Background: an optimization exercise with open tools, aiming at small area. Do not read the settings as production practice. Where RTL was checked, it was by simulation tests only, not by an equivalence proof against the original. Only the layout flow was run in runs 2 and 3; the RTL was not checked for function there. Power is estimated from default activity; no workload was simulated.

--- design/flow/run.sh ---
#!/bin/bash
# synth_recipe.tcl (not shown) runs the flow's synth.tcl, then flattens the netlist and writes it again
# the make line also repeats each setting of config.mk as NAME=value (left out here)
make -C /OpenROAD-flow-scripts/flow DESIGN_CONFIG=/design/flow/config.mk WORK_HOME=/design/flow/orfs CLKGATE_MAP_FILE= SYNTH_SCRIPT=/design/flow/synth_recipe.tcl finish
--- design/flow/config.mk ---
export PLATFORM = sky130hd
export DESIGN_NAME = calc_5
export DESIGN_NICKNAME = calc_5
export VERILOG_FILES = /design/flow/design.v
export SDC_FILE = /design/flow/constraint.sdc
export NUM_CORES = 4
export LEC_CHECK = 0
export CAP_MARGIN = 20
export CORE_MARGIN = 2
export CORE_UTILIZATION = 40
export SLEW_MARGIN = 20
--- design/flow/constraint.sdc ---
create_clock -name core_clock -period 10.0 [get_ports {clk16M}]
set_input_delay 2.0000 -clock core_clock [delete_from_list [all_inputs] [get_ports {clk16M}]]
set_output_delay 2.0000 -clock core_clock [all_outputs]
set_load 0.01 [all_outputs]
--- design/flow/design.v ---
`timescale 1ns / 1ps
module calc_5(
	 input [0:0] sw,
	 input rst,
	 input clk16M,
	 input clk,
	 input mosi,
	 output [7:0] seg_n,
	 output [3:0] dig_n,
	 output [4:0] col_n,
	 output [7:0] ld
    );
assign col_n = 5'h1f;
reg [1:0] ce;
always @(posedge clk16M)
	if (rst) ce <= 2'b00;
	else     ce <= {ce[0], clk};
wire pulse = ce[1] & ~ce[0];
reg [9:0] shr;
wire rdy = ~shr[0] & shr[9];
always @(posedge clk16M)
	if (rst | rdy) shr <= 10'h3ff;
	else if (pulse) shr <= {mosi, shr[9:1]};
reg [7:0] data;
always @(posedge clk16M)
	if (rst) data <= 8'd0;
	else if (rdy) data <= shr[8:1];
assign ld = data;
wire [7:0] c = shr[8:1];
wire is_op  = (c == 8'h2B) | (c == 8'h2D) | (c == 8'h2A) | (c == 8'h2F);
wire is_eq  = (c == 8'h3D) | (c == 8'h0D);
wire is_num = (c[7:4] == 4'h3) & (c[3:0] <= 4'd9);
wire is_esc = (c == 8'h1B);
localparam OPA = 3'd0, OPA2 = 3'd1, OP = 3'd2, OPB = 3'd3, OPB2 = 3'd4, EQU = 3'd5;
reg [2:0] st;
reg [6:0] A, B;
reg [1:0] opc;       
reg valid;           
reg busy;            
wire go = rdy & ~is_esc;
wire ld_a1 = go & is_num & (st == OPA);
wire ld_a2 = go & is_num & (st == OPA2);
wire ld_b1 = go & is_num & (st == OPB);
wire ld_b2 = go & is_num & (st == OPB2);
wire set_op = go & is_op & ((st == OPA2) | (st == OP));
wire start = go & is_eq & ((st == OPB2) | (st == EQU));
always @(posedge clk16M)
	if (rst) st <= OPA;
	else if (rdy) begin
		if (is_esc) st <= OPA;
		else case (st)
			OPA:  if (is_num) st <= OPA2;
			OPA2: if (is_num) st <= OP; else if (is_op) st <= OPB;
			OP:   if (is_op) st <= OPB;
			OPB:  if (is_num) st <= OPB2;
			OPB2: if (is_num) st <= EQU; else if (is_eq) st <= OPA;
			EQU:  if (is_eq) st <= OPA;
			default: st <= OPA;
		endcase
	end
always @(posedge clk16M)
	if (rst) A <= 7'd0;
	else if (ld_a1) A <= {3'b000, c[3:0]};
	else if (ld_a2) A <= A[3:0] * 4'd10 + c[3:0];
always @(posedge clk16M)
	if (rst) B <= 7'd0;
	else if (ld_b1) B <= {3'b000, c[3:0]};
	else if (ld_b2) B <= B[3:0] * 4'd10 + c[3:0];
always @(posedge clk16M)
	if (set_op) opc <= {c[1] & (~c[0] | c[2]), c[2]};
always @(posedge clk16M)
	if (rst | ld_a1) valid <= 1'b0;
	else if (start) valid <= 1'b1;
reg [6:0] x, r, y;
reg [15:0] res;
wire xa = (x == A);
wire rb = (r == B);
wire y99 = (y == 7'd99);
wire is_add = (opc == 2'd0);
wire is_sub = (opc == 2'd1);
wire is_mul = (opc == 2'd2);
wire is_div = (opc == 2'd3);
reg x_inc, r_inc, r_clr, y_inc, y_clr, res_inc, done;
always @(*) begin
	x_inc = 0; r_inc = 0; r_clr = 0; y_inc = 0; y_clr = 0; res_inc = 0; done = 0;
	case (opc)
		2'd0: begin  
			if (!xa) begin x_inc = 1; res_inc = 1; end
			else if (!rb) begin r_inc = 1; res_inc = 1; end
			else done = 1;
		end
		2'd1: begin  
			if (xa) done = rb;
			else begin x_inc = 1; if (rb) res_inc = 1; else r_inc = 1; end
		end
		2'd2: begin  
			if (xa) done = 1;
			else if (rb) begin r_clr = 1; x_inc = 1; end
			else begin r_inc = 1; res_inc = 1; end
		end
		2'd3: begin  
			if (rb) begin r_clr = 1; res_inc = 1; end
			else if (xa) done = 1;
			else begin
				r_inc = 1;
				if (y99) begin y_clr = 1; x_inc = 1; end
				else y_inc = 1;
			end
		end
	endcase
end
always @(posedge clk16M)
	if (rst | ld_a1) busy <= 1'b0;
	else if (start) busy <= 1'b1;
	else if (done) busy <= 1'b0;
always @(posedge clk16M)
	if (~busy) begin
		x <= 7'd0; r <= 7'd0; y <= 7'd0;
	end else begin
		if (x_inc) x <= x + 7'd1;
		if (r_clr) r <= 7'd0; else if (r_inc) r <= r + 7'd1;
		if (y_clr) y <= 7'd0; else if (y_inc) y <= y + 7'd1;
	end
wire [3:0] r0 = res[3:0], r1 = res[7:4], r2 = res[11:8], r3 = res[15:12];
wire c0 = res_inc & (r0 == 4'd9);
wire c1 = c0 & (r1 == 4'd9);
wire c2 = c1 & (r2 == 4'd9);
always @(posedge clk16M)
	if (rst | start) res <= 16'd0;
	else if (busy & res_inc) begin
		res[3:0]   <= c0 ? 4'd0 : r0 + 4'd1;
		if (c0) res[7:4]   <= c1 ? 4'd0 : r1 + 4'd1;
		if (c1) res[11:8]  <= c2 ? 4'd0 : r2 + 4'd1;
		if (c2) res[15:12] <= r3 + 4'd1;
	end
reg [15:0] q40;
wire tc = &q40;
always @(posedge clk16M)
	if (rst | tc) q40 <= 16'h2b03;
	else q40 <= {q40[14:0], q40[15] ^ q40[14] ^ q40[12] ^ q40[3]};
reg [1:0] dsel;      
always @(posedge clk16M)
	if (rst) dsel <= 2'd0;
	else if (tc) dsel <= dsel + 2'd1;
wire [3:0] dg = ~(4'b0001 << dsel);
assign dig_n = dg;
reg [3:0] hexd, bcdd;
always @(*)
	case (dsel)
		2'd0: begin hexd = B[3:0];         bcdd = r0; end
		2'd1: begin hexd = {1'b0, B[6:4]}; bcdd = r1; end
		2'd2: begin hexd = A[3:0];         bcdd = r2; end
		default: begin hexd = {1'b0, A[6:4]}; bcdd = r3; end
	endcase
wire s = sw[0];
wire blank = ~s & ~valid;
wire dp = ~s & (~valid | (is_div & (dsel == 2'd2)));
wire [3:0] nib = busy ? 4'hE : ((s | ~valid) ? hexd : bcdd);
reg [6:0] seg;
always @(*)
	if (blank) seg = 7'b1111111;
	else case (nib)
		4'h1: seg = 7'b1111001;
		4'h2: seg = 7'b0100100;
		4'h3: seg = 7'b0110000;
		4'h4: seg = 7'b0011001;
		4'h5: seg = 7'b0010010;
		4'h6: seg = 7'b0000010;
		4'h7: seg = 7'b1111000;
		4'h8: seg = 7'b0000000;
		4'h9: seg = 7'b0010000;
		4'hA: seg = 7'b0001000;
		4'hB: seg = 7'b0000011;
		4'hC: seg = 7'b1000110;
		4'hD: seg = 7'b0100001;
		4'hE: seg = 7'b0000110;
		4'hF: seg = 7'b0001110;
		default: seg = 7'b1000000;
	endcase
assign seg_n = {~dp, seg};
endmodule
==> impl_metrics.toml, run 1 <==
[outcome]
status = "no timing/DRC/antenna violations"

[clock_network]
clock_sinks = 96
cts_hold_buf = 0
cts_tree = "done"
clock_path_buffers = 2
root_buffer = "clkbuf_16"
cts_setup_buffers = 0
htree_levels = 3
numCtsBuffers = 9
cts_resized = 0
insertion_delay_ps = 350
clkTransAtPathRegs_ps = 60

[pwr]
leakage_nw = 2.30
power_mw = 0.771
power.density_nw_per_um2 = 127
vdd_drop_max_mv = 0.105

[critical_path]
path_buf_inv = 3
crit_path_top_delay_cell = "mux4_2"
cpLargestDelayFamily = "buffers and inverters"
regToRegSetupSlack_ps = 7310
cp.required_ps = 8000
cp.depth = 9
max_stage_delay_ps = 560
arrival_ps = 5440
worst_r2r_path_depth = 6
critPathMaxFanout = 13
critPathKind = "in2out"
crit_chain = "clkdlybuf4s50_1 > nand2b_1 > mux4_2 > nor2_1 > inv_1 > ha_1 > mux4_2 > or2_1 > clkdlybuf4s50_1"
startpoint_type = "input port"
end_kind = "output port"

[cells_and_area]
drive_above_1_share = 0.0490
area_growth_pct = 11.1
mostFrequentLayoutCell = "dfxtp_1"
fin_nets = 695
design_area_um2 = 6090
final_util = 0.458
layout_common_cells = "dfxtp_1 (94), nand2_1 (75), nor2_1 (51)"
antenna_cells = 0

[yosys]
synth_cells = 644
synthArstFlopShare = 0
synthXorXnorAreaFrac = 0.0751
synth_edf_count = 2
synth_top_cell_by_area = "dfxtp_1"
synthAdderAreaFrac = 0.0990
yosys_warnings = 1
syn_area_um2 = 5480
synth_seq_cells = 96
synth_top_family_by_area = "simple AND/OR/NAND/NOR gates"
synth_area_leaders = "dfxtp_1 (34%), ha_1 (8.4%), nand2_1 (5.1%), xnor2_1 (4.3%), a21oi_1 (3.8%)"
syn_area_per_cell_um2 = 8.51
seq_area_frac_synth = 0.354
synth_compound_area_frac = 0.139
synthSimpleGateAreaFrac = 0.241
yosys.area.top_type_share = 0.343
synthFlopType = "dfxtp_1"
synth.distinct_cells = 67
muxShareOfSynthArea = 0.0436

[worst_hold_path]
hold_class = "reg2reg"
hold-path-cell-count = 1

[timing]
setup_tns_ps = 0
worstMarginPinSlew_ps = 888
finalSetupViolations = 0
max_freq_mhz = 134
skew_ps = 8.37
fin_crit_sh = 0.744
final-max-slew-violation-count = 0
slew_headroom = 0.403
hold_viol_final = 0
rsz0062_at_grt = "false"
post-route-min-period_ps = 7440

[die]
coreArea_um2 = 13300
ios = 30
rows = 42
start_util = 0.412
die_x_um = 121
die_h_um = 121
dieArea_um2 = 14700

[placement]
postPlaceCellArea_um2 = 5800
port_buffers = 24
post-dp-hpwl_um = 8520
place_congestion = 0.826

[global_routing]
grt_util_all_layers = 0.173
grt_first_pass_wirelength_um = 20400
gr-total-overflow = 0
grt_max_degree = 41
grt_pass1_vias = 4281
antenna_found_initial = 0

[detailed_routing]
vias = 4387
drc = 0
antenna_left = 0
routed_wl_um = 11900
vias_per_cell = 5.29
wl_per_cell_um = 14.3
firstDrtPassIters = 5
dr.first_iter.drc_count = 208

[run]
maxCapViolCount = 0
## registers in the layout, summed over array words and instances, names as in the netlist
register / flops
dsel: 2
q40: 16
busy: 1
st: 3
x: 7
res: 16
valid: 1
y: 7
ce: 2
r: 7
opc: 2
B: 7
data: 8
A: 7
shr: 10
## stage by stage
| step | instances | setup WS, ps | hold slack, ps |
|---|---|---|---|
| after floorplan | 648 | 3660 | 414 |
| after CTS | 829 | 2580 | 449 |
| after detailed placement | 814 | 2590 | 431 |
| after global routing | 829 | 2390 | 458 |
| after global placement | 814 | 2660 | 426 |
| final | 829 | 2560 | 446 |
## layer usage
layer / wire length [um] / GRT usage
met5: 0 / 0
met2: 5550 / 0.281
met1: 5760 / 0.225
met3: 416 / 0.0461
met4: 139 / 0.0531
## layout make-up
type	instances	area, um^2
flip-flops and latches	96	1940
clock buffers	12	268
fillers	1301	7200
well taps	176	220
inverters	25	93.8
multi-input cells	492	3300
repair buffers	25	248
clock inverters	3	23.8
## final timing paths
path / start / endpoint
setup / recovery: sw[0] / seg_n[3]
hold / removal: q40[10] / q40[11]
setup reg to reg: shr[3] / res[2]
hold reg to reg: q40[10] / q40[11]
## Yosys cell counts, drive strengths merged (2+ instances only)
library cell and n:
dfxtp 94, nand2 75, nor2 51, a21oi 42
ha 37, nand3 28, xnor2 27, inv 25
o21ai 22, clkbuf 20, xor2 20, mux2i 16
and2 15, buf 15, nor3 14, nand4 13
nor2b 12, nand2b 10, a21o 8, or3 8
or2 7, a21boi 6, and3 6, a211oi 5
o211ai 5, or4 5, a31oi 4, fa 4
nor4b 4, a221o 3, a222oi 3, mux2 3
nor3b 3, o221ai 3, a221oi 2, a31o 2
and3b 2, edfxtp 2, mux4 2, nand4b 2
nand4bb 2, nor4 2, o22ai 2
## logic make-up after synthesis
group | count (synthesis)
AND/OR/NAND/NOR | 260
buffers and inverters | 60
flip-flops | 96
other | 1
multiplexers | 21
adder cells (fa/ha/maj) | 41
XOR/XNOR | 47
AO/OA/AOI/OAI | 118
## power breakdown
group	leakage, nW	total (mW)	switching [mW]	internal, mW
Combinational	1.38	0.0347	0.0182	0.0165
Clock	0.136	0.337	0.147	0.190
Sequential	0.781	0.399	0.00753	0.392
==> run 2: changes to the inputs <==
--- a/design/flow/design.v
+++ b/design/flow/design.v
@@ -135,25 +135,24 @@
 	end
 reg [15:0] q40;
-wire tc = &q40;
+wire tc = (q40 == 16'd0);
 always @(posedge clk16M)
-	if (rst | tc) q40 <= 16'h2b03;
-	else q40 <= {q40[14:0], q40[15] ^ q40[14] ^ q40[12] ^ q40[3]};
-reg [1:0] dsel;      
+	if (rst | tc) q40 <= 16'd39999;
+	else q40 <= q40 - 16'd1;
+reg [3:0] dg;
 always @(posedge clk16M)
-	if (rst) dsel <= 2'd0;
-	else if (tc) dsel <= dsel + 2'd1;
-wire [3:0] dg = ~(4'b0001 << dsel);
+	if (rst) dg <= 4'b1110;
+	else if (tc) dg <= {dg[2:0], dg[3]};
 assign dig_n = dg;
 reg [3:0] hexd, bcdd;
 always @(*)
-	case (dsel)
-		2'd0: begin hexd = B[3:0];         bcdd = r0; end
-		2'd1: begin hexd = {1'b0, B[6:4]}; bcdd = r1; end
-		2'd2: begin hexd = A[3:0];         bcdd = r2; end
+	case (dg)
+		4'b1110: begin hexd = B[3:0];         bcdd = r0; end
+		4'b1101: begin hexd = {1'b0, B[6:4]}; bcdd = r1; end
+		4'b1011: begin hexd = A[3:0];         bcdd = r2; end
 		default: begin hexd = {1'b0, A[6:4]}; bcdd = r3; end
 	endcase
 wire s = sw[0];
 wire blank = ~s & ~valid;
-wire dp = ~s & (~valid | (is_div & (dsel == 2'd2)));
+wire dp = ~s & (~valid | (is_div & ~dg[2]));
 wire [3:0] nib = busy ? 4'hE : ((s | ~valid) ? hexd : bcdd);
 reg [6:0] seg;
==> impl_metrics.toml, run 2 <==
[detailed_routing]
vias_per_cell = 5.42
firstDrtPassIters = 5
vias = 4914
routed_wl_um = 13400
wl_per_cell_um = 14.8
dr.first_iter.drc_count = 254
antenna_left = 0
drc = 0

[critical_path]
worst_r2r_path_depth = 8
path_buf_inv = 3
startpoint_type = "input port"
cp.required_ps = 8000
arrival_ps = 4980
critPathMaxFanout = 9
cpMostUsedCell = "clkdlybuf4s50_1"
cpLargestDelayFamily = "compound AO/OA/AOI/OAI gates"
max_stage_delay_ps = 560
timing.rr.end = "res[12]"
crit_chain = "clkdlybuf4s50_1 > nor2b_1 > a2111oi_0 > a2111o_1 > inv_1 > ha_1 > nand2_1 > o21ai_0 > a221o_1 > clkdlybuf4s50_1"
worstReg2RegStart = "opc[0]"
regToRegSetupSlack_ps = 7080
crit_path_top_delay_cell = "clkdlybuf4s50_1"
critPathKind = "in2out"
end_kind = "output port"

[pwr]
p_int_mw = 0.609
p_sw_mw = 0.186
swShare = 0.234
combPwrFrac = 0.043
p_clk_frac = 0.452
vdd_drop_max_mv = 0.117
power.density_nw_per_um2 = 123
leakage_nw = 2.46
power_mw = 0.795
pwr-share-seq = 0.506

[timing]
fin_crit_sh = 0.698
rsz0062_at_grt = "false"
finalSetupViolations = 0
skew_ps = 6.47
post-route-min-period_ps = 6980
hold_viol_final = 0
fin_ws_ps = 3020
final-max-slew-violation-count = 0
setup_tns_ps = 0
whs_ps = 418
max_freq_mhz = 143
slew_headroom = 0.328
worstMarginPinSlew_ps = 1000

[placement]
place_congestion = 0.923
pre_cts_ws_ps = 3150
dp.cells = 890
post-dp-hpwl_um = 9580
postPlaceCellArea_um2 = 6170
port_buffers = 24

[die]
dieArea_um2 = 15600
rows = 44
ios = 30
start_util = 0.405
die_x_um = 125
coreArea_um2 = 14400
die_h_um = 125

[yosys]
synth_most_common_cell = "nand2_1"
synth_seq_cells = 98
synthFlopType = "dfxtp_1"
synth_top_cell_by_area = "dfxtp_1"
syn_area_um2 = 5850
synth_cells = 713
synth_area_leaders = "dfxtp_1 (33%), nand2_1 (6.9%), ha_1 (6.8%), nor2_1 (4.4%), xnor2_1 (4.2%)"
synth.distinct_cells = 66
syn_area_per_cell_um2 = 8.20
yosys.area.top_type_share = 0.329
seq_area_frac_synth = 0.339
yosys_warnings = 1
synthArstFlopShare = 0
netlist_top_cells_count = "nand2_1 (108), dfxtp_1 (96), nor2_1 (69), a21oi_1 (45), ha_1 (32)"
synth_edf_count = 2

[clock_network]
insertion_delay_ps = 360
htree_levels = 3
cts_setup_buffers = 0
clock_sinks = 98
clkTransAtPathRegs_ps = 70
cts_hold_buf = 0
clock_path_buffers = 2
cts_resized = 0
cts_tree = "done"
numCtsBuffers = 9
root_buffer = "clkbuf_16"

[global_routing]
gr-total-overflow = 0
grt_first_pass_wirelength_um = 23000
grt_pass1_vias = 4823
antenna_found_initial = 0
grt_util_all_layers = 0.178
grt_max_degree = 41

[worst_hold_path]
hp-start = "q40[0]"
hold-path-cell-count = 1
hold_end = "q40[0]"
hold_class = "reg2reg"

[cells_and_area]
antenna_cells = 0
fin_nets = 758
layout_common_cells = "nand2_1 (108), dfxtp_1 (96), nor2_1 (69)"
drive_above_1_share = 0.0554
area_growth_pct = 10.8
instances_no_fill = 906
mostFrequentLayoutCell = "nand2_1"
final_util = 0.449
design_area_um2 = 6470
reg.largest.list = "q40 (16), res (16), shr (10)"

[run]
maxCapViolCount = 0

[outcome]
status = "no timing/DRC/antenna violations"
[run 2: routing by layer]
metal | vias up | global-route usage | routed length (um)
met1 | 2336 | 0.221 | 6320
met5 | - | 0 | 0
met4 | 0 | 0.0673 | 314
met3 | 21 | 0.0348 | 392
met2 | 74 | 0.306 | 6380
li1 | 2483 | - | -
[run 2: area by class of cell]
type	instances	area, um^2
fill	1431	7950
multi-input combinational	559	3620
sequential	98	1980
timing repair buffer	25	248
tap	184	230
clock buffer	9	225
inverter	24	90.1
clock inverter	7	76.3
[run 2: power groups by stage]
stage	registers [mW]	clock network [mW]	logic, mW
after floorplan	0.409	0	0.0243
after global placement	0.411	0	0.0331
after detailed placement	0.411	0	0.0341
after CTS	0.402	0.371	0.0342
after global routing	0.403	0.385	0.0377
final	0.402	0.359	0.0338
[run 2: worst max-delay path by stage]
stage          startpoint       end  slack [ps]  cells past startpoint
2_1_floorplan       sw[0]  seg_n[3]        4380                      7
3_3_place_gp        sw[0]  seg_n[3]        3290                      9
3_5_place_dp        sw[0]  seg_n[6]        3150                     10
4_1_cts             sw[0]  seg_n[6]        3090                     10
5_1_grt             sw[0]  seg_n[6]        2920                     10
6_report            sw[0]  seg_n[6]        3020                     10
[run 2: cell families after synthesis]
group                      after synthesis  synth area share
and+or+nand+nor                        321             0.279
AOI/OAI and AO/OA                      126             0.145
DFF                                     98             0.339
buffers and inverters                   60            0.0437
xor gates and xnor gates                56            0.0839
adders and majority gates               36            0.0822
muxes                                   15            0.0268
other                                    1          0.000642
==> run 3: changes to the inputs <==
--- a/design/flow/design.v
+++ b/design/flow/design.v
@@ -59,12 +59,13 @@
 		endcase
 	end
+wire [6:0] two = (st == OPA2 ? A[3:0] : B[3:0]) * 4'd10 + c[3:0];
 always @(posedge clk16M)
 	if (rst) A <= 7'd0;
 	else if (ld_a1) A <= {3'b000, c[3:0]};
-	else if (ld_a2) A <= A[3:0] * 4'd10 + c[3:0];
+	else if (ld_a2) A <= two;
 always @(posedge clk16M)
 	if (rst) B <= 7'd0;
 	else if (ld_b1) B <= {3'b000, c[3:0]};
-	else if (ld_b2) B <= B[3:0] * 4'd10 + c[3:0];
+	else if (ld_b2) B <= two;
 always @(posedge clk16M)
 	if (set_op) opc <= {c[1] & (~c[0] | c[2]), c[2]};
@@ -135,24 +136,25 @@
 	end
 reg [15:0] q40;
-wire tc = (q40 == 16'd0);
+wire tc = &q40;
 always @(posedge clk16M)
-	if (rst | tc) q40 <= 16'd39999;
-	else q40 <= q40 - 16'd1;
-reg [3:0] dg;
+	if (rst | tc) q40 <= 16'h2b03;
+	else q40 <= {q40[14:0], q40[15] ^ q40[14] ^ q40[12] ^ q40[3]};
+reg [1:0] dsel;      
 always @(posedge clk16M)
-	if (rst) dg <= 4'b1110;
-	else if (tc) dg <= {dg[2:0], dg[3]};
+	if (rst) dsel <= 2'd0;
+	else if (tc) dsel <= dsel + 2'd1;
+wire [3:0] dg = ~(4'b0001 << dsel);
 assign dig_n = dg;
 reg [3:0] hexd, bcdd;
 always @(*)
-	case (dg)
-		4'b1110: begin hexd = B[3:0];         bcdd = r0; end
-		4'b1101: begin hexd = {1'b0, B[6:4]}; bcdd = r1; end
-		4'b1011: begin hexd = A[3:0];         bcdd = r2; end
+	case (dsel)
+		2'd0: begin hexd = B[3:0];         bcdd = r0; end
+		2'd1: begin hexd = {1'b0, B[6:4]}; bcdd = r1; end
+		2'd2: begin hexd = A[3:0];         bcdd = r2; end
 		default: begin hexd = {1'b0, A[6:4]}; bcdd = r3; end
 	endcase
 wire s = sw[0];
 wire blank = ~s & ~valid;
-wire dp = ~s & (~valid | (is_div & ~dg[2]));
+wire dp = ~s & (~valid | (is_div & (dsel == 2'd2)));
 wire [3:0] nib = busy ? 4'hE : ((s | ~valid) ? hexd : bcdd);
 reg [6:0] seg;
==> design/flow/flow/run.sh (new file) <==
#!/bin/bash
# Own layout flow: the standard flow (standard.sh) with three area changes.
#  1. Synthesis: the standard flow's synthesis script, except that the final ABC mapping uses Yosys's
#     default (area-oriented) ABC script instead of ORFS's, and adders are not pre-mapped to
#     half/full-adder cells. The registers are checked against the standard synthesis's and the
#     standard netlist is used if they differ.
#  2. Port buffers: buffer_ports with the smallest buffer (every port still gets a buffer).
#  3. CTS: settings from flow/cts_args.txt (no dummy loads, smaller clock buffers).
# Every tool's output goes to a log file of its own in the work folder.
set -euo pipefail
W=$PWD
R=$W/orfs/results/$FLOW_PLATFORM/calc_5/base
HERE=$(cd "$(dirname "${BASH_SOURCE[0]}")" && pwd)

bash standard.sh synth > $W/log_std_synth.txt 2>&1
flops() { grep -oE '^ *sky130_fd_sc_hd__(df|edf|sdf|dl)[a-z0-9_]+ +[^ ]+' "$1" | sed -E 's/_[0-9]+ +/ /; s/^ *//' | sort; }
flops $R/1_2_yosys.v > $W/flops_std.txt
mkdir -p $W/std_synth
cp $R/1_2_yosys.v $R/1_2_yosys.sdc $R/1_synth.odb $R/1_synth.sdc $W/std_synth/

# 1b. own synthesis: same script with the ABC call replaced
{ cat "$HERE/abc_override.tcl"; cat $W/synth_recipe.tcl; } > $W/own_synth.tcl
rm -f $R/1_2_yosys.v $R/1_2_yosys.sdc $R/1_synth.odb $R/1_synth.sdc
MAKECMD=$(grep -E '^make ' standard.sh | sed -E 's#"\$\{@:-finish\}"##; s#SYNTH_SCRIPT=[^ ]+#SYNTH_SCRIPT='"$W"'/own_synth.tcl#')
if eval "$MAKECMD ADDER_MAP_FILE= synth" > $W/log_own_synth.txt 2>&1; then
  flops $R/1_2_yosys.v > $W/flops_own.txt
else
  : > $W/flops_own.txt
fi
if ! cmp -s $W/flops_std.txt $W/flops_own.txt; then
  echo "own synthesis registers differ from the standard synthesis: using the standard netlist" | tee $W/log_fallback.txt
  cp $W/std_synth/* $R/
fi
touch $R/1_synth.odb $R/1_synth.sdc

# 2-3. the rest of the standard flow
export BUFFER_PORTS_ARGS="-buffer_cell sky130_fd_sc_hd__buf_1"
if [[ -s "$HERE/cts_args.txt" ]]; then export CTS_ARGS="$(cat "$HERE/cts_args.txt")"; fi
bash standard.sh > $W/log_std_finish.txt 2>&1
==> design/flow/flow/abc_override.tcl (new file) <==
# Final technology mapping with Yosys's default ABC script: drop ORFS's -script, -constr and -D.
proc abc {args} {
  set out {}
  set i 0
  while {$i < [llength $args]} {
    set a [lindex $args $i]
    if {$a in {-script -constr -D}} { incr i 2; continue }
    lappend out $a
    incr i
  }
  puts "own flow: abc $out"
  yosys abc {*}$out
}
==> design/flow/flow/cts_args.txt (new file) <==
-sink_clustering_enable -repair_clock_nets -dont_use_dummy_load -buf_list sky130_fd_sc_hd__clkbuf_8
==> design/flow/standard.sh (new file) <==
#!/bin/bash
# synth_recipe.tcl (not shown) runs the flow's synth.tcl, then flattens the netlist and writes it again
# the make line also repeats each setting of config.mk as NAME=value (left out here)
make -C /OpenROAD-flow-scripts/flow DESIGN_CONFIG=/design/flow/config.mk WORK_HOME=/design/flow/orfs CLKGATE_MAP_FILE= SYNTH_SCRIPT=/design/flow/synth_recipe.tcl "${@:-finish}"
removed: design/flow/run.sh
==> impl_metrics.toml, run 3 <==
[timing]
setup_tns_ps = 0
post-route-min-period_ps = 6100
fin_ws_ps = 3900
worstMarginPinSlew_ps = 1020
whs_ps = 438
slew_headroom = 0.316
fin_crit_sh = 0.610
skew_ps = 27.6
hold_viol_final = 0
final-max-slew-violation-count = 0
max_freq_mhz = 164
rsz0062_at_grt = "false"
finalSetupViolations = 0

[clock_network]
htree_levels = 3
clock_sinks = 96
numCtsBuffers = 9
cts_hold_buf = 0
insertion_delay_ps = 370
clkTransAtPathRegs_ps = 100
root_buffer = "clkbuf_8"
cts_setup_buffers = 0
cts_tree = "done"
clock_path_buffers = 2
cts_resized = 0

[yosys]
synth_seq_cells = 96
synth_top_cell_by_area = "dfxtp_1"
syn_area_um2 = 4510
netlist_top_cells_count = "dfxtp_1 (94), nor2_1 (74), nand2_1 (58), a21oi_1 (47), o21ai_0 (29)"
synth_cells = 552
yosys_warnings = 1
seq_area_frac_synth = 0.431
synth.distinct_cells = 54
synthArstFlopShare = 0
synthFlopType = "dfxtp_1"
syn_area_per_cell_um2 = 8.17
synth_edf_count = 2
synth_most_common_cell = "dfxtp_1"
synth_area_leaders = "dfxtp_1 (42%), nor2_1 (6.2%), a21oi_1 (5.2%), nand2_1 (4.8%), xnor2_1 (3.5%)"
yosys.area.top_type_share = 0.417

[die]
die_h_um = 110
ios = 30
die_x_um = 110
start_util = 0.412
dieArea_um2 = 12100
coreArea_um2 = 10900
rows = 38

[critical_path]
timing.rr.end = "res[14]"
arrival_ps = 4100
crit_path_top_delay_cell = "nor3_1"
cp.required_ps = 8000
end_kind = "output port"
regToRegSetupSlack_ps = 6690
critPathKind = "in2out"
startpoint_type = "input port"
worstReg2RegStart = "B[6]"
worst_r2r_path_depth = 9
crit_chain = "buf_1 > nor2b_1 > nor2_1 > nor3_1 > nor2_1 > a21oi_1 > nand2_1 > a21o_1 > buf_1"
critPathMaxFanout = 11
max_stage_delay_ps = 790

[cells_and_area]
mostFrequentLayoutCell = "dfxtp_1"
antenna_cells = 0
final_util = 0.447
area_growth_pct = 8.47
drive_above_1_share = 0.0188
fillCellCount = 1127
instances_no_fill = 726
reg.largest.list = "q40 (16), res (16), shr (10)"
layout_common_cells = "dfxtp_1 (94), nor2_1 (74), nand2_1 (58)"
fin_nets = 593

[global_routing]
antenna_found_initial = 0
grt_first_pass_wirelength_um = 17100
grt_util_all_layers = 0.180
grt_pass1_vias = 3648
grt_max_degree = 35
gr-total-overflow = 0

[run]
maxCapViolCount = 0

[worst_hold_path]
hold-path-cell-count = 1
hp-start = "q40[11]"
hold_class = "reg2reg"
hold_end = "q40[12]"

[detailed_routing]
routed_wl_um = 10200
wl_per_cell_um = 14.0
antenna_left = 0
vias_per_cell = 5.52
vias = 4006
dr.first_iter.drc_count = 281
firstDrtPassIters = 7
drc = 0

[pwr]
leakage_nw = 1.65
power.density_nw_per_um2 = 126
vdd_drop_max_mv = 0.0946

[placement]
pre_cts_ws_ps = 3980
dp.cells = 717
port_buffers = 24
post-dp-hpwl_um = 7380
place_congestion = 0.818

[outcome]
status = "no timing/DRC/antenna violations"
-- run 3: cell count changes after synthesis, moves of 8 or more --
cell,before,now
inv_1,24,0
and2_0,0,19
nand3_1,25,10
nand3b_1,17,1
nand2_1,108,58
clkbuf_1,18,0
xnor2_1,28,18
nor3_1,11,25
xor2_1,28,13
o21ai_0,14,29
a21o_1,10,2
clkinv_1,0,22
ha_1,32,0
-- run 3: critical path, delay by kind of cell --
kind	cells	cell delay, ps
buf+inv	2	240
compound gates	2	410
simple gates	5	1460
-- run 3: where the power goes --
part / leakage [nW] / switching (mW) / internal (mW) / total, mW
Combinational: 0.806 / 0.0163 / 0.00884 / 0.0251
Clock: 0.0647 / 0.116 / 0.0808 / 0.197
Sequential: 0.780 / 0.00442 / 0.390 / 0.395
Total: 1.65 / 0.137 / 0.480 / 0.617
-- run 3: final cells by class --
cell class	instances	area (um^2)	share of cell area
Clock buffer	9	124	0.0253
Inverter	22	82.6	0.0169
Multi-Input combinational cell	433	2460	0.503
Sequential cell	96	1940	0.397
Tap cell	140	175	0.0358
Timing Repair Buffer	26	105	0.0215
-- run 3: cells by family (layout without fill, tap and decap cells) --
kind of cell,count (synthesis),count (layout),share of synthesized area
DFF,96,96,0.431
xor gates and xnor gates,31,31,0.0602
other,1,5,0.000832
AOI/OAI and AO/OA,131,131,0.184
adders and majority gates,1,1,0.00222
and+or+nand+nor,261,261,0.286
muxes,4,4,0.00888
buffers and inverters,27,57,0.0266
-- run 3: how the worst max path moves through the flow --
stage,startpoint,to,slack [ps],depth (start not counted)
finish,sw[0],seg_n[0],3900,9
global route,sw[0],seg_n[0],3710,9
CTS,sw[0],seg_n[3],3980,10
detailed placement,sw[0],seg_n[0],3980,10
global placement,sw[0],seg_n[0],4070,10
floorplan,sw[0],seg_n[1],4390,7
-- run 3: per-stage QoR --
step,power (mW),area (um^2)
2_1_floorplan,0.420,4520
3_3_place_gp,0.428,4770
3_5_place_dp,0.429,4770
4_1_cts,0.626,4890
5_1_grt,0.643,4890
6_report,0.617,4890
-- run 3: routing by layer --
layer  global-route usage  routed length, um
met5                    0                  0
met4               0.0429                119
met3               0.0464                453
met2                0.302               4710
met1                0.232               4900
==> run 4: changes to the inputs <==
--- a/design/flow/design.v
+++ b/design/flow/design.v
@@ -32,5 +32,5 @@
 wire is_num = (c[7:4] == 4'h3) & (c[3:0] <= 4'd9);
 wire is_esc = (c == 8'h1B);
-localparam OPA = 3'd0, OPA2 = 3'd1, OP = 3'd2, OPB = 3'd3, OPB2 = 3'd4, EQU = 3'd5;
+localparam OPA = 3'b000, OPA2 = 3'b001, OP = 3'b011, OPB = 3'b100, OPB2 = 3'b101, EQU = 3'b111;
 reg [2:0] st;
 reg [6:0] A, B;
@@ -59,13 +59,12 @@
 		endcase
 	end
-wire [6:0] two = (st == OPA2 ? A[3:0] : B[3:0]) * 4'd10 + c[3:0];
+wire [3:0] prev = (st == OPA2) ? A[3:0] : (st == OPB2) ? B[3:0] : 4'd0;
+wire [6:0] two = prev * 4'd10 + c[3:0];
 always @(posedge clk16M)
 	if (rst) A <= 7'd0;
-	else if (ld_a1) A <= {3'b000, c[3:0]};
-	else if (ld_a2) A <= two;
+	else if (ld_a1 | ld_a2) A <= two;
 always @(posedge clk16M)
 	if (rst) B <= 7'd0;
-	else if (ld_b1) B <= {3'b000, c[3:0]};
-	else if (ld_b2) B <= two;
+	else if (ld_b1 | ld_b2) B <= two;
 always @(posedge clk16M)
 	if (set_op) opc <= {c[1] & (~c[0] | c[2]), c[2]};
--- a/design/flow/flow/run.sh
+++ b/design/flow/flow/run.sh
@@ -20,5 +20,5 @@
 
 # 1b. own synthesis: same script with the ABC call replaced
-{ cat "$HERE/abc_override.tcl"; cat $W/synth_recipe.tcl; } > $W/own_synth.tcl
+{ echo "set own_abc_script $HERE/area.abc"; sed "s/^set own_abc_script.*//" "$HERE/abc_override.tcl"; cat $W/synth_recipe.tcl; } > $W/own_synth.tcl
 rm -f $R/1_2_yosys.v $R/1_2_yosys.sdc $R/1_synth.odb $R/1_synth.sdc
 MAKECMD=$(grep -E '^make ' standard.sh | sed -E 's#"\$\{@:-finish\}"##; s#SYNTH_SCRIPT=[^ ]+#SYNTH_SCRIPT='"$W"'/own_synth.tcl#')
==> design/flow/flow/abc_override.tcl (replaced) <==
# Final technology mapping for area: ABC with flow/area.abc instead of ORFS's script, and
# without ORFS's -constr and -D (no delay target, no buffering or upsizing in ABC).
set own_abc_script [file join [file dirname [info script]] area.abc]
proc abc {args} {
  global own_abc_script
  set out [list -script $own_abc_script]
  set i 0
  while {$i < [llength $args]} {
    set a [lindex $args $i]
    if {$a in {-script -constr -D}} { incr i 2; continue }
    lappend out $a
    incr i
  }
  puts "own flow: abc $out"
  yosys abc {*}$out
}
==> design/flow/flow/area.abc (new file) <==
strash
dch -f
amap
topo
==> impl_metrics.toml, run 4 <==
[outcome]
status = "no timing/DRC/antenna violations"

[yosys]
syn_area_um2 = 4360
synth.distinct_cells = 40
netlist_top_cells_count = "nor2_1 (109), dfxtp_1 (94), clkinv_1 (76), nand2_1 (44), a21oi_1 (33)"
synthFlopType = "dfxtp_1"
synth_cells = 570
seq_area_frac_synth = 0.445
yosys_warnings = 1
syn_area_per_cell_um2 = 7.66
yosys.area.top_type_share = 0.431
synth_edf_count = 2
synth_most_common_cell = "nor2_1"
synth_area_leaders = "dfxtp_1 (43%), nor2_1 (9.4%), clkinv_1 (6.5%), a21oi_1 (3.8%), nand2_1 (3.8%)"
synthArstFlopShare = 0
synth_top_cell_by_area = "dfxtp_1"
synth_seq_cells = 96

[clock_network]
htree_levels = 3
clkTransAtPathRegs_ps = 90
cts_resized = 0
cts_hold_buf = 0
clock_path_buffers = 2
insertion_delay_ps = 360
root_buffer = "clkbuf_8"
cts_tree = "done"
numCtsBuffers = 9
clock_sinks = 96
cts_setup_buffers = 0

[die]
ios = 30
rows = 38
coreArea_um2 = 10700
start_util = 0.406
die_x_um = 108
dieArea_um2 = 11800
die_h_um = 108

[placement]
pre_cts_ws_ps = 3520
post-dp-hpwl_um = 7780
place_congestion = 0.805
port_buffers = 24

[timing]
max_freq_mhz = 153
fin_ws_ps = 3480
finalSetupViolations = 0
skew_ps = 24.3
post-route-min-period_ps = 6520
hold_viol_final = 0
setup_tns_ps = 0
final-max-slew-violation-count = 0
rsz0062_at_grt = "false"
worstMarginPinSlew_ps = 834
fin_crit_sh = 0.652
whs_ps = 423
slew_headroom = 0.443

[pwr]
leakage_nw = 1.50
vdd_drop_max_mv = 0.0614
power.density_nw_per_um2 = 132

[cells_and_area]
reg.largest.list = "q40 (16), res (16), shr (10)"
mostFrequentLayoutCell = "nor2_1"
drive_above_1_share = 0.0182
antenna_cells = 0
fin_nets = 611
layout_common_cells = "nor2_1 (109), dfxtp_1 (94), clkinv_1 (76)"
area_growth_pct = 8.74
final_util = 0.442

[detailed_routing]
antenna_left = 0
vias_per_cell = 5.53
vias = 4113
dr.first_iter.drc_count = 293
firstDrtPassIters = 6
routed_wl_um = 10400
drc = 0
wl_per_cell_um = 13.9

[run]
maxCapViolCount = 0

[critical_path]
critPathKind = "in2out"
cp.required_ps = 8000
crit_path_top_delay_cell = "a221oi_1"
crit_chain = "buf_1 > nor2b_1 > clkinv_1 > a221oi_1 > clkinv_1 > nor2_1 > clkinv_1 > nor2_1 > a31oi_1 > nor2_1 > a311o_1 > buf_1"
critPathMaxFanout = 6
arrival_ps = 4520
path_buf_inv = 5
end_kind = "output port"
max_stage_delay_ps = 630
cpLargestDelayFamily = "simple AND/OR/NAND/NOR gates"
startpoint_type = "input port"

[global_routing]
antenna_found_initial = 0
grt_pass1_vias = 3685
grt_first_pass_wirelength_um = 17100
grt_util_all_layers = 0.182
grt_max_degree = 36
gr-total-overflow = 0

[worst_hold_path]
hold_class = "reg2reg"
-- run 4: cell families after synthesis --
kind of cell,after synthesis,synth area share
DFF,96,0.445
other,1,0.000859
and+or+nand+nor,236,0.241
buffers and inverters,81,0.0740
AOI/OAI and AO/OA,156,0.239
-- run 4: worst paths after layout --
path	depth (start not counted)	slack (ps)	endpoint	start
max	12	3480	seg_n[0]	sw[0]
min reg2reg	2	420	ce[1]	ce[0]
max reg2reg	14	5890	res[15]	B[5]
min	2	420	ce[1]	ce[0]
-- run 4: final cells by class --
class	count	area, um^2
Fill cell	1133	6000
Multi-Input combinational cell	397	2110
Sequential cell	96	1940
Inverter	76	285
Tap cell	140	175
Clock buffer	9	124
Timing Repair Buffer	26	105
-- run 4: where the power goes --
part	internal [mW]	total, mW	switching, mW
clock network	0.0809	0.200	0.119
registers	0.391	0.396	0.00525
logic	0.00988	0.0280	0.0182
total	0.482	0.624	0.143
-- run 4: layer usage --
layer  GRT usage  vias to the layer above  wire, um
li1            -                     2074         -
met1       0.236                     1906      4910
met2       0.300                      110      4840
met3      0.0253                       23       407
met4      0.0842                        0       221
met5           0                        -         0
-- run 4: worst reg2reg max path: cells and delay by family, from the launching register on --
family | cells | cell delay, ps
buffers and inverters | 2 | 460
and+or+nand+nor | 7 | 2160
DFF | 1 | 380
AOI/OAI and AO/OA | 5 | 1010
-- run 4: per-stage QoR --
step	area, um^2	power [mW]	instances
2_1_floorplan	4380	0.424	574
3_3_place_gp	4620	0.432	735
3_5_place_dp	4620	0.433	735
4_1_cts	4750	0.632	744
5_1_grt	4750	0.651	744
6_report	4750	0.624	744
==> run 5: changes to the inputs <==
--- a/design/flow/design.v
+++ b/design/flow/design.v
@@ -60,11 +60,9 @@
 	end
 wire [3:0] prev = (st == OPA2) ? A[3:0] : (st == OPB2) ? B[3:0] : 4'd0;
-wire [6:0] two = prev * 4'd10 + c[3:0];
+wire [6:0] two = rst ? 7'd0 : prev * 4'd10 + c[3:0];
 always @(posedge clk16M)
-	if (rst) A <= 7'd0;
-	else if (ld_a1 | ld_a2) A <= two;
+	if (rst | ld_a1 | ld_a2) A <= two;
 always @(posedge clk16M)
-	if (rst) B <= 7'd0;
-	else if (ld_b1 | ld_b2) B <= two;
+	if (rst | ld_b1 | ld_b2) B <= two;
 always @(posedge clk16M)
 	if (set_op) opc <= {c[1] & (~c[0] | c[2]), c[2]};
@@ -72,16 +70,30 @@
 	if (rst | ld_a1) valid <= 1'b0;
 	else if (start) valid <= 1'b1;
-reg [6:0] x, r, y;
+reg [6:0] p;
+reg [8:0] q;
+wire p100 = (p == 7'h34);
+wire tc = p100 & (q == 9'h057);
+always @(posedge clk16M)
+	if (rst | p100) p <= 7'h7f;
+	else p <= {p[5:0], p[6] ^ p[5]};
+always @(posedge clk16M)
+	if (rst | tc) q <= 9'h1ff;
+	else if (p100) q <= {q[7:0], q[8] ^ q[4]};
+reg [1:0] dsel;      
+always @(posedge clk16M)
+	if (rst) dsel <= 2'd0;
+	else if (tc) dsel <= dsel + 2'd1;
+wire [3:0] dg = ~(4'b0001 << dsel);
+assign dig_n = dg;
+reg [6:0] x, r;
 reg [15:0] res;
 wire xa = (x == A);
 wire rb = (r == B);
-wire y99 = (y == 7'd99);
-wire is_add = (opc == 2'd0);
-wire is_sub = (opc == 2'd1);
-wire is_mul = (opc == 2'd2);
+wire bz = (B == 7'd0);
+wire aligned = ~&x;      
 wire is_div = (opc == 2'd3);
-reg x_inc, r_inc, r_clr, y_inc, y_clr, res_inc, done;
+reg x_inc, r_inc, r_clr, res_inc, done;
 always @(*) begin
-	x_inc = 0; r_inc = 0; r_clr = 0; y_inc = 0; y_clr = 0; res_inc = 0; done = 0;
+	x_inc = 0; r_inc = 0; r_clr = 0; res_inc = 0; done = 0;
 	case (opc)
 		2'd0: begin  
@@ -100,10 +112,11 @@
 		end
 		2'd3: begin  
-			if (rb) begin r_clr = 1; res_inc = 1; end
-			else if (xa) done = 1;
-			else begin
+			x_inc = p100 & ~xa;
+			if (xa) begin
+				if (rb) begin r_clr = 1; res_inc = 1; end
+				else done = ~bz;
+			end else if (aligned) begin
 				r_inc = 1;
-				if (y99) begin y_clr = 1; x_inc = 1; end
-				else y_inc = 1;
+				if (rb) begin r_clr = 1; res_inc = 1; end
 			end
 		end
@@ -116,9 +129,8 @@
 always @(posedge clk16M)
 	if (~busy) begin
-		x <= 7'd0; r <= 7'd0; y <= 7'd0;
+		x <= {7{is_div}}; r <= 7'd0;
 	end else begin
 		if (x_inc) x <= x + 7'd1;
-		if (r_clr) r <= 7'd0; else if (r_inc) r <= r + 7'd1;
-		if (y_clr) y <= 7'd0; else if (y_inc) y <= y + 7'd1;
+		r <= (r_clr ? 7'd0 : r) + {6'd0, r_inc};
 	end
 wire [3:0] r0 = res[3:0], r1 = res[7:4], r2 = res[11:8], r3 = res[15:12];
@@ -127,5 +139,5 @@
 wire c2 = c1 & (r2 == 4'd9);
 always @(posedge clk16M)
-	if (rst | start) res <= 16'd0;
+	if (start) res <= 16'd0;
 	else if (busy & res_inc) begin
 		res[3:0]   <= c0 ? 4'd0 : r0 + 4'd1;
@@ -134,15 +146,4 @@
 		if (c2) res[15:12] <= r3 + 4'd1;
 	end
-reg [15:0] q40;
-wire tc = &q40;
-always @(posedge clk16M)
-	if (rst | tc) q40 <= 16'h2b03;
-	else q40 <= {q40[14:0], q40[15] ^ q40[14] ^ q40[12] ^ q40[3]};
-reg [1:0] dsel;      
-always @(posedge clk16M)
-	if (rst) dsel <= 2'd0;
-	else if (tc) dsel <= dsel + 2'd1;
-wire [3:0] dg = ~(4'b0001 << dsel);
-assign dig_n = dg;
 reg [3:0] hexd, bcdd;
 always @(*)
--- a/design/flow/flow/run.sh
+++ b/design/flow/flow/run.sh
@@ -2,5 +2,5 @@
 # Own layout flow: the standard flow (standard.sh) with three area changes.
 #  1. Synthesis: the standard flow's synthesis script, except that the final ABC mapping uses Yosys's
-#     default (area-oriented) ABC script instead of ORFS's, and adders are not pre-mapped to
+#     area-oriented ABC script (flow/area.abc) instead of ORFS's, and adders are not pre-mapped to
 #     half/full-adder cells. The registers are checked against the standard synthesis's and the
 #     standard netlist is used if they differ.
==> design/flow/flow/area.abc (replaced) <==
strash
&get -n
&deepsyn -J 200
&put
&get -n
&st
&dch -f
&nf -R 1000
&put
topo
==> design/flow/flow/cts_args.txt (replaced) <==
-sink_clustering_enable -repair_clock_nets -dont_use_dummy_load -buf_list {sky130_fd_sc_hd__clkbuf_2 sky130_fd_sc_hd__clkbuf_4 sky130_fd_sc_hd__clkbuf_8}
==> impl_metrics.toml, run 5 <==
[timing]
hold_viol_final = 0
slew_headroom = 0.331
fin_crit_sh = 0.608
rsz0062_at_grt = "false"
skew_ps = 20.2
post-route-min-period_ps = 6080
final-max-slew-violation-count = 0
worstMarginPinSlew_ps = 994
setup_tns_ps = 0
max_freq_mhz = 165
finalSetupViolations = 0

[yosys]
synthFlopType = "dfxtp_1"
yosys.area.top_type_share = 0.321
yosys_warnings = 1
synth.distinct_cells = 47
synth_cells = 449
synth_edf_count = 23
seq_area_frac_synth = 0.489
synth_top_cell_by_area = "dfxtp_1"
synth_most_common_cell = "dfxtp_1"
syn_area_per_cell_um2 = 9.16
netlist_top_cells_count = "dfxtp_1 (66), nor2_1 (46), nand2_1 (37), a21oi_1 (36), nor3_1 (26)"
synth_seq_cells = 89
synth_area_leaders = "dfxtp_1 (32%), edfxtp_1 (17%), a21oi_1 (4.4%), nor2_1 (4.2%), o22a_1 (3.8%)"
syn_area_um2 = 4110
synthArstFlopShare = 0

[global_routing]
grt_util_met1 = 0.235
grt_util_all_layers = 0.174
busiest_layer = "met2"
gr-total-overflow = 0
grt_first_pass_wirelength_um = 15600
met2_usage = 0.262
antenna_found_initial = 0
grt_use_met3 = 0.0414
grt_pass1_vias = 3275
grt_max_degree = 26

[critical_path]
regToRegSetupSlack_ps = 5060
arrival_ps = 4080
timing.rr.end = "res[15]"
worst_r2r_path_depth = 16
cp.required_ps = 8000
crit_start = "sw[0]"
critPathKind = "in2out"
end_kind = "output port"
startpoint_type = "input port"
worstReg2RegStart = "A[0]"
critPathMaxFanout = 10

[cells_and_area]
layout_common_cells = "dfxtp_1 (66), nor2_1 (46), nand2_1 (37)"
antenna_cells = 0
design_area_um2 = 4490
area_growth_pct = 9.28
fin_nets = 490
regMostFlops = "res"
reg.largest.list = "res (16), shr (10), q (9)"
largest_reg_flops = 16
drive_above_1_share = 0.0248
mostFrequentLayoutCell = "dfxtp_1"

[clock_network]
cts_hold_buf = 0
cts_setup_buffers = 0
root_buffer = "clkbuf_8"
clock_sinks = 89
cts_resized = 0
insertion_delay_ps = 350
numCtsBuffers = 9
cts_tree = "done"
clock_path_buffers = 2
htree_levels = 3
clkTransAtPathRegs_ps = 70

[placement]
place_congestion = 0.967
port_buffers = 24
postPlaceCellArea_um2 = 4360
post-dp-hpwl_um = 6550

[detailed_routing]
vias = 3388
drc = 0
routed_wl_um = 8930
antenna_left = 0
vias_per_cell = 5.47
wl_per_cell_um = 14.4
firstDrtPassIters = 5
dr.first_iter.drc_count = 253

[die]
coreArea_um2 = 10100
dieArea_um2 = 11100
die_x_um = 105
die_h_um = 105
ios = 30
rows = 37
start_util = 0.406

[worst_hold_path]
hold-path-cell-count = 1
hp-start = "p[0]"
hold_end = "p[1]"
hold_class = "reg2reg"

[pwr]
vdd_drop_max_mv = 0.0651
power.density_nw_per_um2 = 136
leakage_nw = 1.59

[run]
maxCapViolCount = 0

[outcome]
status = "no timing/DRC/antenna violations"
[run 5: layer usage]
layer,wire (um),vias to the layer above
met5,0,-
met2,4010,79
li1,-,1706
met4,252,0
met3,444,21
met1,4220,1582
[run 5: metrics by stage]
| step | power, mW | hold slack (ps) | util | worst slack (ps) | instances |
|---|---|---|---|---|---|
| after floorplan | 0.417 | 406 | - | 4360 | 453 |
| after global placement | 0.428 | 419 | 0.430 | 4100 | 610 |
| after detailed placement | 0.429 | 425 | 0.430 | 3950 | 610 |
| after CTS | 0.619 | 446 | 0.443 | 3950 | 619 |
| after global routing | 0.639 | 454 | 0.443 | 3610 | 619 |
| final | 0.611 | 444 | 0.443 | 3920 | 619 |
[run 5: worst max-delay path by stage]
stage	end	depth (start not counted)
after floorplan	seg_n[0]	9
after global placement	seg_n[0]	12
after detailed placement	seg_n[0]	12
after CTS	seg_n[0]	12
after global routing	seg_n[0]	12
final	seg_n[0]	12
[run 5: final cells by class]
type	instances	area, um^2
clock buffers	9	124
fillers	1011	5650
inverters	25	93.8
multi-input cells	334	1990
flip-flops and latches	89	2010
well taps	136	170
repair buffers	26	105
[run 5: cell families (layout without fill, tap and decap cells)]
family / count (synthesis) / in the layout / share of synthesized area
AND/OR/NAND/NOR: 185 / 185 / 0.225
AO/OA/AOI/OAI: 118 / 118 / 0.196
flip-flops: 89 / 89 / 0.489
buffers and inverters: 30 / 60 / 0.0320
XOR/XNOR: 22 / 22 / 0.0469
multiplexers: 4 / 4 / 0.0100
other: 1 / 5 / 0.000912
[run 5: power by group]
part           switching [mW]  internal (mW)  total, mW  leakage (nW)
logic                  0.0262         0.0156     0.0418         0.756
clock network           0.109         0.0807      0.190        0.0647
registers             0.00558          0.374      0.379         0.773
[run 5: critical path, stage by stage]
cell	delay, ps
buf_1	300
nor2_1	100
a21oi_1	290
clkinv_1	150
a21oi_1	320
and3_1	250
clkinv_1	70
a21oi_1	150
nor2_1	60
a21boi_0	160
o21ai_0	100
buf_1	130
==> run 6: changes to the inputs <==
==> design/flow/flow/cts_args.txt (replaced) <==
-sink_clustering_enable -repair_clock_nets -dont_use_dummy_load -buf_list sky130_fd_sc_hd__clkbuf_8
==> impl_metrics.toml, run 6 <==
[critical_path]
end_kind = "output port"
cp.required_ps = 8000
path_buf_inv = 4
startpoint_type = "input port"
critPathMaxFanout = 10
crit_path_top_delay_cell = "a21oi_1"
cpLargestDelayFamily = "compound AO/OA/AOI/OAI gates"
arrival_ps = 4080
critPathKind = "in2out"
crit_chain = "buf_1 > nor2_1 > a21oi_1 > clkinv_1 > a21oi_1 > and3_1 > clkinv_1 > a21oi_1 > nor2_1 > a21boi_0 > o21ai_0 > buf_1"
max_stage_delay_ps = 320
cpMostUsedCell = "a21oi_1"

[global_routing]
gr-total-overflow = 0
grt_first_pass_wirelength_um = 15600
antenna_found_initial = 0
grt_max_degree = 26
grt_pass1_vias = 3275
grt_util_all_layers = 0.174

[yosys]
yosys.area.top_type_share = 0.321
synthFlopType = "dfxtp_1"
seq_area_frac_synth = 0.489
synthArstFlopShare = 0
synth_area_leaders = "dfxtp_1 (32%), edfxtp_1 (17%), a21oi_1 (4.4%), nor2_1 (4.2%), o22a_1 (3.8%)"
synth_seq_cells = 89
synth_top_cell_by_area = "dfxtp_1"
synth_edf_count = 23
synth_most_common_cell = "dfxtp_1"
syn_area_per_cell_um2 = 9.16
yosys_warnings = 1
syn_area_um2 = 4110
netlist_top_cells_count = "dfxtp_1 (66), nor2_1 (46), nand2_1 (37), a21oi_1 (36), nor3_1 (26)"
synth_cells = 449
synth.distinct_cells = 47

[detailed_routing]
routed_wl_um = 8930
firstDrtPassIters = 5
vias_per_cell = 5.47
vias = 3388
wl_per_cell_um = 14.4
dr.first_iter.drc_count = 253
drc = 0
antenna_left = 0

[cells_and_area]
area_growth_pct = 9.28
drive_above_1_share = 0.0248
largest_reg_flops = 16
antenna_cells = 0
reg.largest.list = "res (16), shr (10), q (9)"
fin_nets = 490
layout_common_cells = "dfxtp_1 (66), nor2_1 (46), nand2_1 (37)"
mostFrequentLayoutCell = "dfxtp_1"
regMostFlops = "res"

[clock_network]
cts_tree = "done"
clock_sinks = 89
clock_path_buffers = 2
cts_hold_buf = 0
numCtsBuffers = 9
htree_levels = 3
cts_setup_buffers = 0
cts_resized = 0
clkTransAtPathRegs_ps = 70
insertion_delay_ps = 350
root_buffer = "clkbuf_8"

[pwr]
p_sw_mw = 0.141
p_clk_frac = 0.311
leakage_nw = 1.59
vdd_drop_max_mv = 0.0651
combPwrFrac = 0.068
p_int_mw = 0.470
swShare = 0.231
power.density_nw_per_um2 = 136
power_mw = 0.611
pwr-share-seq = 0.620

[timing]
max_freq_mhz = 165
finalSetupViolations = 0
final-max-slew-violation-count = 0
rsz0062_at_grt = "false"
whs_ps = 444
setup_tns_ps = 0
fin_crit_sh = 0.608
post-route-min-period_ps = 6080
slew_headroom = 0.331
hold_viol_final = 0
worstMarginPinSlew_ps = 994
skew_ps = 20.2

[worst_hold_path]
hold_class = "reg2reg"

[die]
die_h_um = 105
ios = 30
rows = 37
die_x_um = 105
dieArea_um2 = 11100
start_util = 0.406
coreArea_um2 = 10100

[placement]
place_congestion = 0.967
port_buffers = 24
post-dp-hpwl_um = 6550

[outcome]
status = "no timing/DRC/antenna violations"

[run]
maxCapViolCount = 0
## run 6: worst paths after layout
kind / cells after the start / endpoint / from / slack (ps)
hold / removal: 1 / p[1] / p[0] / 440
setup reg to reg: 16 / res[15] / A[0] / 5060
hold reg to reg: 1 / p[1] / p[0] / 440
setup / recovery: 12 / seg_n[0] / sw[0] / 3920
## run 6: layout make-up
type | count | area [um^2]
clock buffer | 9 | 124
fill | 1011 | 5650
sequential | 89 | 2010
multi-input combinational | 334 | 1990
tap | 136 | 170
timing repair buffer | 26 | 105
inverter | 25 | 93.8
## run 6: stage by stage
| step | utilization | instances | area (um^2) | worst slack [ps] |
|---|---|---|---|---|
| after floorplan | - | 453 | 4130 | 4360 |
| after global placement | 0.430 | 610 | 4360 | 4100 |
| after global routing | 0.443 | 619 | 4490 | 3610 |
| after CTS | 0.443 | 619 | 4490 | 3950 |
| after detailed placement | 0.430 | 610 | 4360 | 3950 |
| final | 0.443 | 619 | 4490 | 3920 |
## run 6: cell families (layout without fill, tap and decap cells)
family                    count (synthesis)  after routing  share of synthesized area
AOI/OAI and AO/OA                       118            118                      0.196
and+or+nand+nor                         185            185                      0.225
other                                     1              5                   0.000912
xor gates and xnor gates                 22             22                     0.0469
buffers and inverters                    30             60                     0.0320
muxes                                     4              4                     0.0100
DFF                                      89             89                      0.489
## run 6: power by group through the flow
stage | Combinational, mW | Sequential (mW) | Clock, mW
floorplan | 0.0323 | 0.385 | 0
global placement | 0.0404 | 0.387 | 0
detailed placement | 0.0414 | 0.387 | 0
CTS | 0.0416 | 0.379 | 0.198
global route | 0.0478 | 0.380 | 0.211
finish | 0.0418 | 0.379 | 0.190
## run 6: per-layer routing
layer  part of all wire  track usage
met5                  0            0
met2               0.45        0.262
met4              0.028       0.0848
met1               0.47        0.235
met3              0.050       0.0414
==> run 7: changes to the inputs <==
--- a/design/flow/design.v
+++ b/design/flow/design.v
@@ -32,12 +32,15 @@
 wire is_num = (c[7:4] == 4'h3) & (c[3:0] <= 4'd9);
 wire is_esc = (c == 8'h1B);
-localparam OPA = 3'b000, OPA2 = 3'b001, OP = 3'b011, OPB = 3'b100, OPB2 = 3'b101, EQU = 3'b111;
+localparam OPA = 3'b000, OPA2 = 3'b001, OP = 3'b011, RESD = 3'b010,
+           OPB = 3'b100, OPB2 = 3'b101, EQU = 3'b111, RESB = 3'b110;
 reg [2:0] st;
 reg [6:0] A, B;
 reg [1:0] opc;       
-reg valid;           
-reg busy;            
+wire valid = (st == RESD) | (st == RESB);    
+wire busy = (st == RESB);                    
+wire wait_a = (st == OPA) | valid;           
+wire done;
 wire go = rdy & ~is_esc;
-wire ld_a1 = go & is_num & (st == OPA);
+wire ld_a1 = go & is_num & wait_a;
 wire ld_a2 = go & is_num & (st == OPA2);
 wire ld_b1 = go & is_num & (st == OPB);
@@ -48,15 +51,15 @@
 	if (rst) st <= OPA;
 	else if (rdy) begin
-		if (is_esc) st <= OPA;
-		else case (st)
-			OPA:  if (is_num) st <= OPA2;
+		if (is_esc) begin
+			if (!valid) st <= OPA;
+		end else case (st)
+			OPA, RESD, RESB: if (is_num) st <= OPA2;
 			OPA2: if (is_num) st <= OP; else if (is_op) st <= OPB;
 			OP:   if (is_op) st <= OPB;
 			OPB:  if (is_num) st <= OPB2;
-			OPB2: if (is_num) st <= EQU; else if (is_eq) st <= OPA;
-			EQU:  if (is_eq) st <= OPA;
-			default: st <= OPA;
+			OPB2: if (is_num) st <= EQU; else if (is_eq) st <= RESB;
+			EQU:  if (is_eq) st <= RESB;
 		endcase
-	end
+	end else if (busy & done) st <= RESD;
 wire [3:0] prev = (st == OPA2) ? A[3:0] : (st == OPB2) ? B[3:0] : 4'd0;
 wire [6:0] two = rst ? 7'd0 : prev * 4'd10 + c[3:0];
@@ -67,7 +70,4 @@
 always @(posedge clk16M)
 	if (set_op) opc <= {c[1] & (~c[0] | c[2]), c[2]};
-always @(posedge clk16M)
-	if (rst | ld_a1) valid <= 1'b0;
-	else if (start) valid <= 1'b1;
 reg [6:0] p;
 reg [8:0] q;
@@ -93,19 +93,20 @@
 wire aligned = ~&x;      
 wire is_div = (opc == 2'd3);
-reg x_inc, r_inc, r_clr, res_inc, done;
+reg x_inc, r_inc, r_clr, res_inc, done_c;
+assign done = done_c;
 always @(*) begin
-	x_inc = 0; r_inc = 0; r_clr = 0; res_inc = 0; done = 0;
+	x_inc = 0; r_inc = 0; r_clr = 0; res_inc = 0; done_c = 0;
 	case (opc)
 		2'd0: begin  
 			if (!xa) begin x_inc = 1; res_inc = 1; end
 			else if (!rb) begin r_inc = 1; res_inc = 1; end
-			else done = 1;
+			else done_c = 1;
 		end
 		2'd1: begin  
-			if (xa) done = rb;
+			if (xa) done_c = rb;
 			else begin x_inc = 1; if (rb) res_inc = 1; else r_inc = 1; end
 		end
 		2'd2: begin  
-			if (xa) done = 1;
+			if (xa) done_c = 1;
 			else if (rb) begin r_clr = 1; x_inc = 1; end
 			else begin r_inc = 1; res_inc = 1; end
@@ -115,5 +116,5 @@
 			if (xa) begin
 				if (rb) begin r_clr = 1; res_inc = 1; end
-				else done = ~bz;
+				else done_c = ~bz;
 			end else if (aligned) begin
 				r_inc = 1;
@@ -123,8 +124,4 @@
 	endcase
 end
-always @(posedge clk16M)
-	if (rst | ld_a1) busy <= 1'b0;
-	else if (start) busy <= 1'b1;
-	else if (done) busy <= 1'b0;
 always @(posedge clk16M)
 	if (~busy) begin
@@ -139,5 +136,5 @@
 wire c2 = c1 & (r2 == 4'd9);
 always @(posedge clk16M)
-	if (start) res <= 16'd0;
+	if (~valid) res <= 16'd0;
 	else if (busy & res_inc) begin
 		res[3:0]   <= c0 ? 4'd0 : r0 + 4'd1;
==> impl_metrics.toml, run 7 <==
[critical_path]
crit_start = "sw[0]"
cpLargestDelayFamily = "compound AO/OA/AOI/OAI gates"
timing.critical_path.to = "seg_n[0]"
cpMostUsedCell = "o21ai_0"
cp.depth = 10
crit_path_top_delay_cell = "o21ai_0"
path_buf_inv = 3
worst_r2r_path_depth = 15
max_stage_delay_ps = 540
worstReg2RegStart = "B[3]"
critPathKind = "in2out"
startpoint_type = "input port"
cp.required_ps = 8000
crit_chain = "buf_1 > o221ai_1 > o21ai_0 > clkinv_1 > nor2_1 > o21ai_0 > o21ai_0 > nand2_1 > o311ai_0 > buf_1"
critPathMaxFanout = 10
timing.rr.end = "res[15]"
regToRegSetupSlack_ps = 5350
arrival_ps = 4230
end_kind = "output port"

[cells_and_area]
area_growth_pct = 9.10
mostFrequentLayoutCell = "dfxtp_1"
antenna_cells = 0
design_area_um2 = 4440
largest_reg_flops = 16
instances_no_fill = 606
regMostFlops = "res"
reg.largest.list = "res (16), shr (10), q (9)"
drive_above_1_share = 0.0233
fin_nets = 480
layout_common_cells = "dfxtp_1 (64), nor2_1 (40), nand2_1 (33)"

[die]
die_x_um = 105
coreArea_um2 = 9820
start_util = 0.414
ios = 30
dieArea_um2 = 11000
rows = 36
die_h_um = 105

[detailed_routing]
dr.first_iter.drc_count = 182
firstDrtPassIters = 5
drc = 0
vias_per_cell = 5.75
vias = 3485
wl_per_cell_um = 15.4
antenna_left = 0
routed_wl_um = 9350

[clock_network]
htree_levels = 3
root_buffer = "clkbuf_8"
cts_tree = "done"
cts_hold_buf = 0
cts_resized = 0
cts_setup_buffers = 0
insertion_delay_ps = 350
clkTransAtPathRegs_ps = 90
clock_path_buffers = 2
numCtsBuffers = 9
clock_sinks = 87

[global_routing]
grt_max_degree = 28
grt_util_all_layers = 0.175
gr-total-overflow = 0
grt_first_pass_wirelength_um = 15900
grt_pass1_vias = 3269
antenna_found_initial = 0

[yosys]
synth_seq_cells = 87
netlist_top_cells_count = "dfxtp_1 (64), nor2_1 (40), nand2_1 (33), o21ai_0 (32), a21oi_1 (27)"
synthFlopType = "dfxtp_1"
synth_cells = 439
yosys.area.top_type_share = 0.315
yosys_warnings = 1
synthArstFlopShare = 0
syn_area_per_cell_um2 = 9.27
syn_area_um2 = 4070
synth_top_cell_by_area = "dfxtp_1"
synth_most_common_cell = "dfxtp_1"
synth_edf_count = 23
synth_area_leaders = "dfxtp_1 (31%), edfxtp_1 (17%), o22a_1 (4.1%), o21ai_0 (3.9%), nor2_1 (3.7%)"
seq_area_frac_synth = 0.485
synth.distinct_cells = 50

[timing]
post-route-min-period_ps = 6230
worstMarginPinSlew_ps = 832
fin_ws_ps = 3770
skew_ps = 25.9
fin_crit_sh = 0.623
slew_headroom = 0.440
rsz0062_at_grt = "false"
finalSetupViolations = 0
final-max-slew-violation-count = 0
hold_viol_final = 0
max_freq_mhz = 160
setup_tns_ps = 0

[pwr]
power.density_nw_per_um2 = 132
power_mw = 0.586
leakage_nw = 1.51
vdd_drop_max_mv = 0.0858

[placement]
dp.cells = 596
pre_cts_ws_ps = 3850
port_buffers = 24
place_congestion = 0.882
post-dp-hpwl_um = 6820
postPlaceCellArea_um2 = 4310

[run]
maxCapViolCount = 0

[worst_hold_path]
hold_class = "reg2reg"

[outcome]
status = "no timing/DRC/antenna violations"
[run 7: changes by cell type after synthesis, moves of 5 or more]
cell      change
nor2_1        -6
o21ai_0      +14
a211oi_1      +5
nor3_1       -11
a21oi_1       -9
and3_1        -6
a31o_1        +6
[run 7: worst reg2reg max path: cells and delay by family, from the launching register on]
| kind | cells | cell delay [ps] |
|---|---|---|
| AO/OA/AOI/OAI | 3 | 610 |
| AND/OR/NAND/NOR | 11 | 3210 |
| XOR/XNOR | 1 | 190 |
| flip-flops | 1 | 470 |
[run 7: cells by family (layout without fill, tap and decap cells)]
group	Yosys count	after routing	synth area share
AOI/OAI and AO/OA	146	146	0.248
other	1	5	0.000922
buffers and inverters	28	58	0.0304
adders and majority gates	2	2	0.00492
xor gates and xnor gates	14	14	0.0301
and+or+nand+nor	161	161	0.201
DFF	87	87	0.485
[run 7: layout make-up]
cell class                      instances  area (um^2)
Timing Repair Buffer                   26          103
Tap cell                              133          166
Sequential cell                        87         1970
Clock buffer                            9          124
Inverter                               23         86.3
Multi-Input combinational cell        328         1990
Fill cell                            1007         5380
[run 7: power by group]
part | leakage (nW) | switching, mW | internal, mW
Sequential | 0.755 | 0.00447 | 0.365
Clock | 0.0647 | 0.106 | 0.0807
Combinational | 0.694 | 0.0196 | 0.00978
Total | 1.51 | 0.130 | 0.455
[run 7: worst min path at each step]
stage	slack, ps	endpoint	start	cells past startpoint
5_1_grt	480	p[5]	p[4]	1
6_report	460	p[2]	p[1]	1
3_5_place_dp	440	p[3]	p[2]	1
3_3_place_gp	430	p[5]	p[4]	1
2_1_floorplan	420	p[3]	p[2]	1
4_1_cts	470	p[5]	p[4]	1
[run 7: per-layer routing]
layer | vias up | track usage | share of wire
met5 | - | 0 | 0
met3 | 12 | 0.0399 | 0.049
met4 | 0 | 0.0552 | 0.015
met2 | 95 | 0.274 | 0.46
met1 | 1677 | 0.239 | 0.48
li1 | 1701 | - | -
[run 7: metrics by stage]
| step | hold WS [ps] | utilization |
|---|---|---|
| after floorplan | 418 | - |
| after global placement | 430 | 0.439 |
| after detailed placement | 441 | 0.439 |
| after CTS | 466 | 0.452 |
| after global routing | 479 | 0.452 |
| final | 463 | 0.452 |

[afterwards: timing with drivers on the ports]
The flow's constraints put no driver on any port. The routed layouts listed below were extracted and timed again, unchanged, in two steps.
Step 1 assumes that a clkbuf_16 drives the clock port and a buf_2 every other input.
Step 2 also shifts input and output timing later by t, the mid clock arrival at the registers, as if the neighbouring blocks saw the same clock.
a / b / c = no drivers / after step 1 / after step 2; a / b = the first two.
run	t (ns)	setup slack, ns	worst setup path at the end	clock arrival spread, ns	worst slew at a driven data input, ns
run 1	0.389	2.565 / 2.540 / 2.540	input to output	0.008 / 0.009	0.03
run 2	0.395	3.016 / 2.991 / 2.991	input to output	0.007 / 0.007	0.03
run 3	0.394	3.898 / 3.878 / 3.878	input to output	0.028 / 0.028	0.03
run 4	0.385	3.479 / 3.451 / 3.451	input to output	0.025 / 0.024	0.03
run 5	0.378	3.922 / 3.884 / 3.884	input to output	0.020 / 0.020	0.04
run 6	0.378	3.922 / 3.884 / 3.884	input to output	0.020 / 0.020	0.04
run 7	0.365	3.768 / 3.741 / 3.741	input to output	0.026 / 0.027	0.03
After both steps every run listed still meets setup and hold.
